This design comes from an exercise in tuning for small area and a short achievable clock period on the open sky130 flow, not from production work.
The RTL was checked by simulation tests, not by an equivalence proof against the original design.
Power is estimated from default activity; no workload was simulated.

**flow/flow/run.sh**
```bash
#!/bin/bash
# Standard ORFS layout with: plain buffers on the ports, a clock tree
# without dummy loads and with larger sink clusters, and a setup margin
# that makes repair_timing work on the slowest paths.
set -euo pipefail
bash standard.sh \
  "CTS_ARGS=-sink_clustering_enable -repair_clock_nets -dont_use_dummy_load -sink_clustering_size 30 -sink_clustering_max_diameter 100" \
  "BUFFER_PORTS_ARGS=-buffer_cell sky130_fd_sc_hd__buf_4" \
  SETUP_SLACK_MARGIN=14 \
  finish > flow_make.log 2>&1
```
**flow/standard.sh**
```bash
#!/bin/bash
# synth_recipe.tcl (not shown) runs the flow's synth.tcl, then flattens the netlist and writes it again
# the make line also repeats each setting of config.mk as NAME=value (left out here)
make -C /OpenROAD-flow-scripts/flow DESIGN_CONFIG=/design/flow/config.mk WORK_HOME=/design/flow/orfs CLKGATE_MAP_FILE= SYNTH_SCRIPT=/design/flow/synth_recipe.tcl "${@:-finish}"
```
**flow/config.mk**
```make
export PLATFORM = sky130hd
export DESIGN_NAME = rv32i_datapath
export DESIGN_NICKNAME = rv32i_datapath
export VERILOG_FILES = /design/flow/design.v
export SDC_FILE = /design/flow/constraint.sdc
export NUM_CORES = 4
export LEC_CHECK = 0
export CAP_MARGIN = 20
export CORE_MARGIN = 2
export CORE_UTILIZATION = 55
export PLACE_DENSITY = 0.65
export SLEW_MARGIN = 20
export SYNTH_HIERARCHICAL = 1
export SYNTH_MINIMUM_KEEP_SIZE = 0
```
**flow/constraint.sdc**
```tcl
create_clock -name core_clock -period 32.0 [get_ports {i_clk}]
set_input_delay 6.4000 -clock core_clock [delete_from_list [all_inputs] [get_ports {i_clk}]]
set_output_delay 6.4000 -clock core_clock [all_outputs]
set_load 0.01 [all_outputs]
```
**flow/design.v**
```verilog
module FA(
    input  logic a,
    input  logic b,
    input  logic cin,
    output logic sum,
    output logic cout
);
    assign sum  = a ^ b ^ cin;
    assign cout = (a & b) | (cin & (a ^ b));
endmodule
module adder32bit(
  input  logic [31:0] a,
  input  logic [31:0] b,
  input  logic        cin,
  output logic [31:0] sum,
  output logic        cout
);
  logic [31:0] carry;
FA fa0  (.a(a[ 0]),.b(b[ 0]),.cin(cin),      .sum(sum[ 0]),.cout(carry[ 0]));
FA fa1  (.a(a[ 1]),.b(b[ 1]),.cin(carry[ 0]),.sum(sum[ 1]),.cout(carry[ 1]));
FA fa2  (.a(a[ 2]),.b(b[ 2]),.cin(carry[ 1]),.sum(sum[ 2]),.cout(carry[ 2]));
FA fa3  (.a(a[ 3]),.b(b[ 3]),.cin(carry[ 2]),.sum(sum[ 3]),.cout(carry[ 3]));
FA fa4  (.a(a[ 4]),.b(b[ 4]),.cin(carry[ 3]),.sum(sum[ 4]),.cout(carry[ 4]));
FA fa5  (.a(a[ 5]),.b(b[ 5]),.cin(carry[ 4]),.sum(sum[ 5]),.cout(carry[ 5]));
FA fa6  (.a(a[ 6]),.b(b[ 6]),.cin(carry[ 5]),.sum(sum[ 6]),.cout(carry[ 6]));
FA fa7  (.a(a[ 7]),.b(b[ 7]),.cin(carry[ 6]),.sum(sum[ 7]),.cout(carry[ 7]));
FA fa8  (.a(a[ 8]),.b(b[ 8]),.cin(carry[ 7]),.sum(sum[ 8]),.cout(carry[ 8]));
FA fa9  (.a(a[ 9]),.b(b[ 9]),.cin(carry[ 8]),.sum(sum[ 9]),.cout(carry[ 9]));
FA fa10 (.a(a[10]),.b(b[10]),.cin(carry[ 9]),.sum(sum[10]),.cout(carry[10]));
FA fa11 (.a(a[11]),.b(b[11]),.cin(carry[10]),.sum(sum[11]),.cout(carry[11]));
FA fa12 (.a(a[12]),.b(b[12]),.cin(carry[11]),.sum(sum[12]),.cout(carry[12]));
FA fa13 (.a(a[13]),.b(b[13]),.cin(carry[12]),.sum(sum[13]),.cout(carry[13]));
FA fa14 (.a(a[14]),.b(b[14]),.cin(carry[13]),.sum(sum[14]),.cout(carry[14]));
FA fa15 (.a(a[15]),.b(b[15]),.cin(carry[14]),.sum(sum[15]),.cout(carry[15]));
FA fa16 (.a(a[16]),.b(b[16]),.cin(carry[15]),.sum(sum[16]),.cout(carry[16]));
FA fa17 (.a(a[17]),.b(b[17]),.cin(carry[16]),.sum(sum[17]),.cout(carry[17]));
FA fa18 (.a(a[18]),.b(b[18]),.cin(carry[17]),.sum(sum[18]),.cout(carry[18]));
FA fa19 (.a(a[19]),.b(b[19]),.cin(carry[18]),.sum(sum[19]),.cout(carry[19]));
FA fa20 (.a(a[20]),.b(b[20]),.cin(carry[19]),.sum(sum[20]),.cout(carry[20]));
FA fa21 (.a(a[21]),.b(b[21]),.cin(carry[20]),.sum(sum[21]),.cout(carry[21]));
FA fa22 (.a(a[22]),.b(b[22]),.cin(carry[21]),.sum(sum[22]),.cout(carry[22]));
FA fa23 (.a(a[23]),.b(b[23]),.cin(carry[22]),.sum(sum[23]),.cout(carry[23]));
FA fa24 (.a(a[24]),.b(b[24]),.cin(carry[23]),.sum(sum[24]),.cout(carry[24]));
FA fa25 (.a(a[25]),.b(b[25]),.cin(carry[24]),.sum(sum[25]),.cout(carry[25]));
FA fa26 (.a(a[26]),.b(b[26]),.cin(carry[25]),.sum(sum[26]),.cout(carry[26]));
FA fa27 (.a(a[27]),.b(b[27]),.cin(carry[26]),.sum(sum[27]),.cout(carry[27]));
FA fa28 (.a(a[28]),.b(b[28]),.cin(carry[27]),.sum(sum[28]),.cout(carry[28]));
FA fa29 (.a(a[29]),.b(b[29]),.cin(carry[28]),.sum(sum[29]),.cout(carry[29]));
FA fa30 (.a(a[30]),.b(b[30]),.cin(carry[29]),.sum(sum[30]),.cout(carry[30]));
FA fa31 (.a(a[31]),.b(b[31]),.cin(carry[30]),.sum(sum[31]),.cout(carry[31]));
    assign cout = carry[31];
endmodule
module arithmetic_unit(
  input  logic [31:0] operand_a,
  input  logic [31:0] operand_b,
  input  logic [ 1:0] sel,  
  output logic [31:0] arithmetic_result
);
  logic        sub_flag;
  logic        signed_less, unsigned_less;
  assign sub_flag = sel[1] | sel[0];
  logic co;
  logic [31:0] res;
  always_comb begin
    {co, res} = {1'b0, operand_a} + {1'b0, operand_b ^ {32{sub_flag}}} + {32'd0, sub_flag};
  end
  assign unsigned_less = ~co;
  assign signed_less   = operand_a[31] ^ operand_b[31] ? operand_a[31] : res[31];
  always_comb begin
    case(sel)
      2'b00, 2'b01: arithmetic_result = res;
      2'b10:        arithmetic_result = {31'b0, signed_less};
      default:      arithmetic_result = {31'b0, unsigned_less};
    endcase
  end
endmodule
module logical_unit(
  input  logic [31:0] operand_a,
  input  logic [31:0] operand_b,
  input  logic [ 1:0] sel,  
  output logic [31:0] logical_result
);
  always_comb begin
    case(sel)
      2'b00:   logical_result = operand_a & operand_b;
      2'b01:   logical_result = operand_a | operand_b;
      2'b10:   logical_result = operand_a ^ operand_b;
      default: logical_result = 32'd0;
    endcase
  end
endmodule
module shift_unit(
  input  logic [31:0] operand_a,
  input  logic [31:0] operand_b,
  input  logic [ 1:0] sel,   
  output logic [31:0] shift_result
);
  logic [ 4:0] shamt;
  logic        fill;
  logic [31:0] rev_a, shifted, rev_s;
  assign shamt = operand_b[4:0];
  assign fill  = sel[1] & operand_a[31];
  always_comb
    for (int i = 0; i < 32; i++) begin
      rev_a[i] = operand_a[31-i];
      rev_s[i] = shifted[31-i];
    end
  logic [63:0] wide;
  assign wide    = {{32{fill}}, sel[0] ? operand_a : rev_a} >> shamt;
  assign shifted = wide[31:0];
  assign shift_result = sel[0] ? shifted : rev_s;
endmodule
module mux4to1(
  input  logic [31:0] a,
  input  logic [31:0] b,
  input  logic [31:0] c,
  input  logic [31:0] d,
  input  logic [ 1:0] sel,
  output logic [31:0] s
);
  always_comb begin
    case(sel)
      2'b00: s = a;
      2'b01: s = b;
      2'b10: s = c;
      2'b11: s = d;
    endcase
  end
endmodule
module alu(
  input  logic [31:0] operand_a,
  input  logic [31:0] operand_b,
  input  logic [ 3:0] alu_op,  
  output logic [31:0] alu_data
);
  logic        is_arith, is_logic, is_shift;
  logic        sub;
  logic [31:0] bx;
  logic [33:0] sum;
  logic        lt_u, lt_s;
  logic [31:0] arith, logic_r, shift_r;
  assign is_arith = alu_op[3:2] == 2'b00;
  assign is_logic = alu_op[3:2] == 2'b01;
  assign is_shift = alu_op[3:2] == 2'b10;
  assign sub = alu_op[1] | alu_op[0];
  assign bx  = operand_b ^ {32{sub}};
  assign sum = {1'b0, operand_a, 1'b1} + {1'b0, bx, sub};
  assign lt_u = ~sum[33];
  assign lt_s = (operand_a[31] ^ operand_b[31]) ? operand_a[31] : sum[32];
  always_comb begin
    case (alu_op[1:0])
      2'b00, 2'b01: arith = sum[32:1];
      2'b10:        arith = {31'b0, lt_s};
      default:      arith = {31'b0, lt_u};
    endcase
    case (alu_op[1:0])
      2'b00:   logic_r = operand_a & operand_b;
      2'b01:   logic_r = operand_a | operand_b;
      2'b10:   logic_r = operand_a ^ operand_b;
      default: logic_r = 32'd0;
    endcase
  end
  logic        fill;
  logic [31:0] st0, st1, st2, st3, st4, st5;
  assign fill = alu_op[1] & operand_a[31];
  always_comb
    for (int i = 0; i < 32; i++)
      st0[i] = alu_op[0] ? operand_a[i] : operand_a[31-i];
  assign st1 = operand_b[0] ? {fill,       st0[31:1]}  : st0;
  assign st2 = operand_b[1] ? {{2{fill}},  st1[31:2]}  : st1;
  assign st3 = operand_b[2] ? {{4{fill}},  st2[31:4]}  : st2;
  assign st4 = operand_b[3] ? {{8{fill}},  st3[31:8]}  : st3;
  assign st5 = operand_b[4] ? {{16{fill}}, st4[31:16]} : st4;
  logic is_shr, is_shl;
  assign is_shr = is_shift & alu_op[0];
  assign is_shl = is_shift & ~alu_op[0];
  always_comb
    for (int i = 0; i < 32; i++)
      shift_r[i] = (is_shr & st5[i]) | (is_shl & st5[31-i]);
  assign alu_data = ({32{is_arith}} & arith)
                  | ({32{is_logic}} & logic_r)
                  | shift_r;
endmodule
module brc(
  input  logic [31:0] rs1_data,
  input  logic [31:0] rs2_data,
  input  logic        br_un,
  output logic        br_less,
  output logic        br_equal
);
  assign br_less  = {rs1_data[31] ^ ~br_un, rs1_data[30:0]} < {rs2_data[31] ^ ~br_un, rs2_data[30:0]};
  assign br_equal = rs1_data == rs2_data;
endmodule
module immgen(
  input  logic [31:0] i_instr,
  output logic [31:0] o_imm
);
  localparam OP     = 7'h33;
  localparam OP_IMM = 7'h13;
  localparam LOAD   = 7'h03;
  localparam STORE  = 7'h23;
  localparam BRANCH = 7'h63;
  localparam JAL    = 7'h6F;
  localparam JALR   = 7'h67;
  localparam LUI    = 7'h37;
  localparam AUIPC  = 7'h17;
  localparam SYS    = 7'h73;
  logic [31:0] imm_r_type;
  logic [31:0] imm_i_type;
  logic [31:0] imm_s_type;
  logic [31:0] imm_b_type;
  logic [31:0] imm_u_type;
  logic [31:0] imm_j_type;
  always_comb begin
    imm_r_type = 32'd0;
    imm_i_type = {{20{i_instr[31]}},i_instr[31:20]};
    imm_s_type = {{20{i_instr[31]}},i_instr[31:25],i_instr[11:7]};
    imm_b_type = {{19{i_instr[31]}},i_instr[31],i_instr[7],i_instr[30:25],i_instr[11:8],1'b0};
    imm_u_type = {i_instr[31:12],12'd0};
    imm_j_type = {{11{i_instr[31]}},i_instr[31],i_instr[19:12],i_instr[20],i_instr[30:21],1'b0};
    case(i_instr[6:0])
      OP:         o_imm = imm_r_type;
      OP_IMM, LOAD, JALR, SYS: 
                  o_imm = imm_i_type;
      STORE:      o_imm = imm_s_type;
      BRANCH:     o_imm = imm_b_type;
      JAL:        o_imm = imm_j_type;
      LUI, AUIPC: o_imm = imm_u_type;
      default:    o_imm = 32'd0;
    endcase
  end
endmodule
module regfile(
  input  logic        i_clk,
  input  logic        i_rst,
  input  logic [ 4:0] i_rs1_addr,
  input  logic [ 4:0] i_rs2_addr,
  output logic [31:0] o_rs1_data,
  output logic [31:0] o_rs2_data,
  input  logic [ 4:0] i_rd_addr,
  input  logic [31:0] i_rd_data,
  input  logic        i_rd_wren
);
  logic [31:1][31:0] mem;
  logic [31:1]       valid;
  logic [31:1]       wren;
  logic [31:1]       sel1, sel2;
  genvar r;
  generate
    for (r = 1; r < 32; r = r + 1) begin : g_reg
      assign wren[r] = i_rd_wren & (i_rd_addr == r);
      always_ff @(posedge i_clk)
        if (wren[r]) mem[r] <= i_rd_data;
      always_ff @(posedge i_clk or negedge i_rst)
        if (!i_rst)       valid[r] <= 1'b0;
        else if (wren[r]) valid[r] <= 1'b1;
      assign sel1[r] = (i_rs1_addr == r) & valid[r];
      assign sel2[r] = (i_rs2_addr == r) & valid[r];
    end
  endgenerate
  rdport u_rd1 (.sel(sel1), .mem(mem), .q(o_rs1_data));
  rdport u_rd2 (.sel(sel2), .mem(mem), .q(o_rs2_data));
endmodule
module rdport(
  input  logic [31:1]       sel,
  input  logic [31:1][31:0] mem,
  output logic [31:0]       q
);
  genvar b, g;
  generate
    for (b = 0; b < 32; b = b + 1) begin : g_bit
      logic [10:0] n;   
      for (g = 0; g < 10; g = g + 1) begin : g_grp
        aoi222 u_aoi (
          .a1(sel[3*g+1]), .a2(mem[3*g+1][b]),
          .b1(sel[3*g+2]), .b2(mem[3*g+2][b]),
          .c1(sel[3*g+3]), .c2(mem[3*g+3][b]),
          .y(n[g]));
      end
      nand2g u_last (.a(sel[31]), .b(mem[31][b]), .y(n[10]));
      logic [2:0] p;    
      nand4g u_n0 (.a(n[0]), .b(n[1]), .c(n[2]), .d(n[3]), .y(p[0]));
      nand4g u_n1 (.a(n[4]), .b(n[5]), .c(n[6]), .d(n[7]), .y(p[1]));
      nand3g u_n2 (.a(n[8]), .b(n[9]), .c(n[10]), .y(p[2]));
      or3g   u_or (.a(p[0]), .b(p[1]), .c(p[2]), .y(q[b]));
    end
  endgenerate
endmodule
module aoi222(
  input  logic a1, a2, b1, b2, c1, c2,
  output logic y
);
  assign y = ~((a1 & a2) | (b1 & b2) | (c1 & c2));
endmodule
module nand2g(input logic a, b, output logic y);
  assign y = ~(a & b);
endmodule
module nand3g(input logic a, b, c, output logic y);
  assign y = ~(a & b & c);
endmodule
module nand4g(input logic a, b, c, d, output logic y);
  assign y = ~(a & b & c & d);
endmodule
module or3g(input logic a, b, c, output logic y);
  assign y = a | b | c;
endmodule
module rv32i_datapath(
  input  logic        i_clk,
  input  logic        i_rst_n,     
  input  logic [31:0] i_instr,
  input  logic [31:0] i_pc,
  input  logic [31:0] i_ld_data,
  input  logic        i_rd_wren,
  input  logic        i_opa_sel,   
  input  logic        i_opb_sel,   
  input  logic [ 3:0] i_alu_op,
  input  logic        i_br_un,
  input  logic        i_wb_sel,    
  output logic [31:0] o_alu_data,
  output logic [31:0] o_rs2_data,
  output logic        o_br_less,
  output logic        o_br_equal
);
  logic [31:0] rs1_data;
  logic [31:0] rs2_data;
  logic [31:0] imm;
  logic [31:0] operand_a;
  logic [31:0] operand_b;
  logic [31:0] alu_data;
  logic [31:0] wb_data;
regfile u_regfile (
  .i_clk      (i_clk),
  .i_rst      (i_rst_n),
  .i_rs1_addr (i_instr[19:15]),
  .i_rs2_addr (i_instr[24:20]),
  .o_rs1_data (rs1_data),
  .o_rs2_data (rs2_data),
  .i_rd_addr  (i_instr[11:7]),
  .i_rd_data  (wb_data),
  .i_rd_wren  (i_rd_wren)
);
immgen u_immgen (
  .i_instr (i_instr),
  .o_imm   (imm)
);
brc u_brc (
  .rs1_data (rs1_data),
  .rs2_data (rs2_data),
  .br_un    (i_br_un),
  .br_less  (o_br_less),
  .br_equal (o_br_equal)
);
  assign operand_a = i_opa_sel ? i_pc : rs1_data;
  assign operand_b = i_opb_sel ? imm  : rs2_data;
alu u_alu (
  .operand_a (operand_a),
  .operand_b (operand_b),
  .alu_op    (i_alu_op),
  .alu_data  (alu_data)
);
  assign wb_data    = i_wb_sel ? i_ld_data : alu_data;
  assign o_alu_data = alu_data;
  assign o_rs2_data = rs2_data;
endmodule
```
==> summary.txt <==
status no timing/DRC/antenna violations; Reg2Reg Capture Point u_regfile.mem[767]; Post-synth EDFFs 992; fin nets 3898; initial DRC count roughly 11000; Worst R2R Setup Slack 25790 ps; max-cap violations 0; vias in the first global route 36425; Worst Tran Pin Value 1150 ps; CP endpoint kind output pin; remaining global-route overflow 0; final core utilization 61.2%; IO buf count 172; post-DP HPWL 135 mm; Syn Nets 3644; global-route met3 utilization 12.8%; Hold Crit Class flop to flop; CTS root buf clkbuf_16; first-pass GRT wire length 284 mm; WP data arrival 11710 ps; Pleak between 15 and 20 nW; WS Path Type input port to output pin; Worst EP required 25600 ps; ys flop type edfxtp_1; post-synthesis sequential area ratio a little over 60%; CTS Buf Count 41; Fmax 55.2 MHz; delay-heaviest family, CP simple AND/OR/NAND/NOR gates; Post-Syn Area 49700 µm²; final hold vios 0; DRC Markers 0; Hold Path End u_regfile.valid[24]; synth warn 9; Clock Pin Slew Worst Setup and Hold Paths ~120 ps; Site Rows 110; initial antenna violation count 18; clock latency (worst-skew pair) 660 ps; most frequent CP cell buf_4; chip width between 300 and 400 µm; share of cells above drive strength 1 17.8%; Initial Util a little under three fifths; Final setup viols 0; Post-Synthesis Cells 3410; Rel. slew slack 23.6%; count of pins over their slew limit 0; unrepaired setup endpoints after global routing true; DR vias/cell 8.31; clk_skew between 150 and 200 ps; Yosys reg bits 1023; Routed wire per std cell 42.9 µm; CTS Buffer Depth 3; CP max FO 32; core region area 89700 µm²; Detail Route Antenna Nets 0; post-synthesis cell type count 88; crit-path cells buf_4 -> nor2b_1 -> and3_1 -> buf_4 -> a222oi_1 -> nand4_1 -> or3_1 -> mux2_4 -> mux4_2 -> mux2_2 -> nor2_1 -> a311oi_1 -> a31oi_1 -> o21ai_0 -> a22oi_1 -> nand2_1 -> buf_4; DIE AREA 92800 µm²; Startpoint Class input port; largest net degree at the start of global routing between 40 and 50; 1st-pass router iterations 14; sum of buffers and inverters on the critical path 3; worst hold path depth 1; slowest stage cell, crit path or3_1; gr usage total 43.1%; Hold Startpoint u_regfile.valid[24]; reg2reg path depth 16; CTS sink count 1023; final setup TNS 0 ps; Worst path max stage delay 700 ps; CTS tree built; Tmin final 18110 ps; Vias 40243; crit share post-route 56.6%; area delta synth->final 10.6%; Cell Pwr Density about 53 nW/µm²; Max IR drop VDD 0.0552 mV; met2 Usage GRT 63.2%; RR Startpoint u_regfile.valid[19]; busiest layer in global routing met2; Min Hold Slack 506 ps; Post-Route WL between 200 and 250 mm; CTS hold repair buffers 0; htree depth 2; grt met1 use 59.6%; Post-synth ARST share 3.03%; routability-driven placement congestion ratio 1.06; Vert. Die Dim 305 µm; # IOs between 150 and 200; Mean Syn Cell Area ~15 µm²
[cell usage in the layout, fill, tap and decap left out, types with 8 or more instances in the layout]
cell / instances
o21ai_1: 15
nand4_1: 143
mux2_2: 20
or3_4: 45
mux4_2: 34
a22oi_1: 17
ha_1: 122
nor2_4: 32
and3_1: 69
inv_1: 102
xnor2_1: 43
o22ai_1: 32
nor2b_1: 11
a211oi_1: 8
buf_4: 273
a222oi_1: 643
and2_1: 11
a31oi_1: 10
a21o_1: 38
nand3_1: 83
nand2_1: 189
mux2i_1: 61
xor2_1: 11
nor3_1: 16
o21ai_0: 51
or3_1: 26
nand2b_1: 11
clkbuf_16: 43
o211ai_1: 22
a21oi_1: 66
mux2_4: 92
nor2_1: 70
edfxtp_1: 992
buf_6: 25
dfrtp_1: 31
o21bai_1: 34
[cell families (layout without fill, tap and decap cells)]
logic type / Yosys count / count (layout) / synth area share, %
flip-flops: 1023 / 1023 / 61.5
XOR/XNOR: 57 / 57 / 1.02
AND/OR/NAND/NOR: 764 / 764 / 8.10
adder cells (fa/ha/maj): 127 / 127 / 3.20
AO/OA/AOI/OAI: 1022 / 1022 / 18.1
buffers and inverters: 207 / 454 / 2.03
other: 0 / 5 / 0
multiplexers: 210 / 215 / 6.07
[state kept, by name (all words and copies together) (netlist names)]
register / count
u_regfile.mem: 992
u_regfile.valid: 31
[per-module statistics from Yosys, one instance, submodules excluded, excerpt]
module,cell area [µm²],cells inside,flops+latches,times used
immgen,434,62,0,1
nand2g,3.75,1,0,64
alu,6920,962,0,1
brc,858,116,0,1
regfile,31700,1202,1023,1
nand4g,6.26,1,0,128
[metrics by stage]
| step | instances | total power [mW] | setup WS, ps | area (µm²) |
|---|---|---|---|---|
| global route | 4838 | 2.98 | 13940 | 54900 |
| floorplan | 3410 | 1.95 | 14460 | 49700 |
| detailed placement | 4762 | 2.25 | 13400 | 52900 |
| global placement | 4762 | 2.25 | 13400 | 52900 |
| CTS | 4814 | 2.85 | 13940 | 54300 |
| finish | 4843 | 2.92 | 13890 | 55000 |
[worst max path at each step]
stage	end	startpoint	slack, ps	depth (start not counted)
CTS	o_alu_data[12]	i_instr[16]	13940	17
detailed placement	o_alu_data[12]	i_instr[22]	13400	19
global route	o_alu_data[31]	i_instr[21]	13940	19
finish	o_alu_data[14]	i_instr[16]	13890	17
floorplan	o_alu_data[30]	i_instr[22]	14460	20
global placement	o_alu_data[12]	i_instr[22]	13400	19
[cell usage after synthesis, types with 8 or more instances]
master / instances / area share, %
edfxtp_1: 992 / 60
a222oi_1: 643 / 13
nand2_1: 191 / 1.4
nand4_1: 143 / 1.8
ha_1: 127 / 3.2
inv_1: 103 / 0.78
nor2_1: 102 / 0.77
mux2_4: 90 / 2.7
nand3_1: 83 / 0.84
and3_1: 71 / 0.89
or3_1: 71 / 0.89
a21oi_1: 70 / 0.71
o21ai_0: 66 / 0.66
mux2i_1: 64 / 1.3
clkbuf_1: 48 / 0.36
xnor2_1: 45 / 0.79
a21o_1: 38 / 0.57
mux4_2: 34 / 1.5
o21bai_1: 34 / 0.51
o22ai_1: 33 / 0.42
dfrtp_1: 31 / 1.6
o211ai_1: 22 / 0.33
buf_2: 21 / 0.21
nor3_1: 21 / 0.21
mux2_2: 20 / 0.45
a22oi_1: 18 / 0.27
buf_1: 15 / 0.11
nor2b_1: 13 / 0.16
a31oi_1: 12 / 0.15
nand2b_1: 12 / 0.15
a211oi_1: 11 / 0.17
and2_1: 11 / 0.14
xor2_1: 11 / 0.19
buf_12: 9 / 0.36
a221oi_1: 8 / 0.14
[timing repair]
item	in CTS	in global routing
buffers inserted	7	20
cloned	4	4
setup endpoints to repair	32	27
pin swaps	48	86
resized for setup	72	104
[final cells by class]
class | count | area, µm²
repair buffers | 307 | 2510
multi-input cells | 2185 | 19000
repair inverters | 1 | 7.51
flip-flops and latches | 1023 | 30600
well taps | 1176 | 1470
diodes | 5 | 12.5
clock buffers | 41 | 1030
fillers | 6758 | 34800
inverters | 105 | 399
[layer usage]
layer	vias to the layer above	wire (µm)
met5	-	51
met1	19993	72000
met4	8	12500
met2	3973	88300
met3	552	34800
li1	15717	-
[report_power, final]
| part | switching, mW | leakage (nW) | total (mW) | internal (mW) |
|---|---|---|---|---|
| logic | 0.515 | 8.90 | 0.760 | 0.245 |
| registers | 0.0137 | 9.38 | 1.54 | 1.53 |
| clock network | 0.382 | 0.505 | 0.613 | 0.232 |

what the ideal ports hide:
No port has a modelled driver above. Below, the same layout with a new extraction and two added sets of constraints. Step 1: set_driving_cell puts a clkbuf_16 on i_clk and a buf_2 on each other input, an assumption about the parent block. Step 2, shift: input delay + t, output delay - t, t = (earliest + latest rising clock arrival at the registers) / 2. This alone moves slack from input paths to output paths. a / b / c = ideal / step 1 / step 2; a / b = the first two.
t (ns): 0.660
slack for setup (ns): 13.889 / 13.850 / 13.850
worst setup path at the end: input to output
clock arrival spread, ns: 0.157 / 0.157
worst register clock-pin slew, ns: 0.12 / 0.12
After both steps setup and hold are still met in this run. For this run, drivers alone change the setup slack by -0.039 ns; drivers and shift together by -0.039 ns.
